What follows belongs to an exercise in optimizing a design on an open flow for small area; a production flow would make more cautious choices. The RTL was checked by simulation tests, not by an equivalence proof against the original design. No activity file was given, so power comes from the tool's default toggle rates.

Setup of rev 12:
// decralp
module decralp (
	input [7:0] in1, in2, in3, in4,
	input clk,
	input [255:0] key,
	input [3:0] r,
	output reg [7:0] out1, out2, out3, out4);
==> flow/config.mk <==
export PLATFORM = sky130hd
export DESIGN_NAME = decralp
export DESIGN_NICKNAME = decralp
export VERILOG_FILES = /design/flow/design.v
export SDC_FILE = /design/flow/constraint.sdc
export NUM_CORES = 4
export LEC_CHECK = 0
export CAP_MARGIN = 20
export CORE_MARGIN = 2
export CORE_UTILIZATION = 50
export GPL_TIMING_DRIVEN = 0
export SLEW_MARGIN = 20
==> flow/constraint.sdc <==
create_clock -name core_clock -period 5.0 [get_ports {clk}]
set_input_delay 1.0000 -clock core_clock [delete_from_list [all_inputs] [get_ports {clk}]]
set_output_delay 1.0000 -clock core_clock [all_outputs]
set_load 0.01 [all_outputs]
standard.sh (not shown) runs the stock make flow with config.mk's settings and CLKGATE_MAP_FILE= SYNTH_SCRIPT=/design/flow/synth_recipe.tcl, a recipe that flattens the netlist after the stock synthesis.
==> flow/flow/run.sh <==
#!/bin/bash
# Own layout flow: ORFS as in standard.sh, with
#  - synthesis as synth_recipe.tcl, but the S-box module dec_sbox replaced by a
#    pre-mapped netlist of the same function (flow/dec_sbox_mapped.v), the rest
#    mapped with an area-oriented ABC script and without the half/full adder
#    extraction (registers are untouched: ABC runs without -dff, so the
#    registers and their names are the standard ones)
#  - the smallest buffer on the ports, and CTS without dummy loads.
set -euo pipefail
W=$(pwd)
F=$W/flow
mkdir -p $W/mysynth
sed -e 's|log_cmd abc {\*}\$abc_args|set abc_args [lreplace $abc_args 1 1 '"$F"'/area.abc]\n  log_cmd abc {*}$abc_args|' \
    -e 's|  \[dont_use_adder_kinds\] ne "none"|  0|' \
    $FLOW_HOME/scripts/synth.tcl > $W/mysynth/synth.tcl
grep -q "area.abc" $W/mysynth/synth.tcl
sed "s|source \$::env(SCRIPTS_DIR)/synth.tcl|source $W/mysynth/synth.tcl|" $W/synth_recipe.tcl > $W/mysynth/synth_recipe.tcl
grep -q "mysynth/synth.tcl" $W/mysynth/synth_recipe.tcl
cat > $W/mysynth/premap.tcl <<EOT
read_verilog -overwrite $F/dec_sbox_mapped.v
hierarchy -check -top \$::env(DESIGN_NAME)
EOT

ORFS_DIR=$W/orfs
RES=$ORFS_DIR/results/$FLOW_PLATFORM/decralp/base
make -C $FLOW_HOME DESIGN_CONFIG=$W/config.mk WORK_HOME=$ORFS_DIR CLKGATE_MAP_FILE= \
  SYNTH_SCRIPT=$W/mysynth/synth_recipe.tcl \
  SYNTH_CANONICALIZE_TCL=$W/mysynth/premap.tcl \
  REMOVE_ABC_BUFFERS=1 \
  "BUFFER_PORTS_ARGS=-buffer_cell sky130_fd_sc_hd__buf_1" \
  "CTS_ARGS=-sink_clustering_enable -repair_clock_nets -dont_use_dummy_load -buf_list {sky130_fd_sc_hd__clkbuf_4 sky130_fd_sc_hd__clkbuf_8}" \
  finish > $W/make.log 2>&1
: # left out here: write the final layout as DEF
Other scripts of this flow, unchanged in this note and not shown: flow/flow/area.abc, flow/flow/dec_sbox_mapped.v
In summary, rev 12 completed successfully, with a layout that passed the timing, design-rule and antenna checks.
The following lists how rev 13 was set up differently from rev 12:
- GPL_TIMING_DRIVEN no longer set, was 0
-- flow/flow/run.sh --
<<< rev 12, line 28
  SYNTH_CANONICALIZE_TCL=$W/mysynth/premap.tcl \
  REMOVE_ABC_BUFFERS=1 \
  "BUFFER_PORTS_ARGS=-buffer_cell sky130_fd_sc_hd__buf_1" \
>>> rev 13, line 28
  SYNTH_CANONICALIZE_TCL=$W/mysynth/premap.tcl \
  "BUFFER_PORTS_ARGS=-buffer_cell sky130_fd_sc_hd__buf_1" \
Results
Rev 13 — final critical-path required period 120 ps lower, rev 12 as reference. For xor and xnor area share after synthesis, rev 13 and rev 12 come out practically identical. Measured against each other, rev 13 and rev 12 differ in power, the higher figure coming from rev 13. Static leakage shrinks by a few percent when moving from rev 12 to rev 13. Lower global-route usage goes to rev 13 over rev 12. Combinational cell fraction of total power: rev 12 vs rev 13, no meaningful difference.

[afterwards: timing with drivers on the ports]
The results above use ideal ports. As a check the final layouts listed here were re-extracted and re-timed, cells and wires unchanged. Step 1 assumes that a clkbuf_16 drives the clock port and a buf_2 every other input. Step 2 times the ports against the registers' clock, not the clock port: input delays grow and output delays shrink by t, the midpoint of the rising clock arrivals with the driver on. Slacks: no drivers / after step 1 / after step 2; pairs: no drivers / after step 1.
run | t (ns) | slack for setup (ns) | worst setup path after step 2 | worst slew at a driven data input, ns | cell pins on the clock port's net
rev 12 | 0.384 | 0.402 / 0.375 / -0.009 | input to register | 0.09 | 1
rev 13 | 0.385 | 0.525 / 0.535 / 0.150 | input to register | 0.08 | 1
With both steps, setup timing fails in rev 12, where it was met with ideal ports. For rev 12, which loses most, drivers alone change the setup slack by -0.027 ns; drivers and shift together by -0.411 ns.
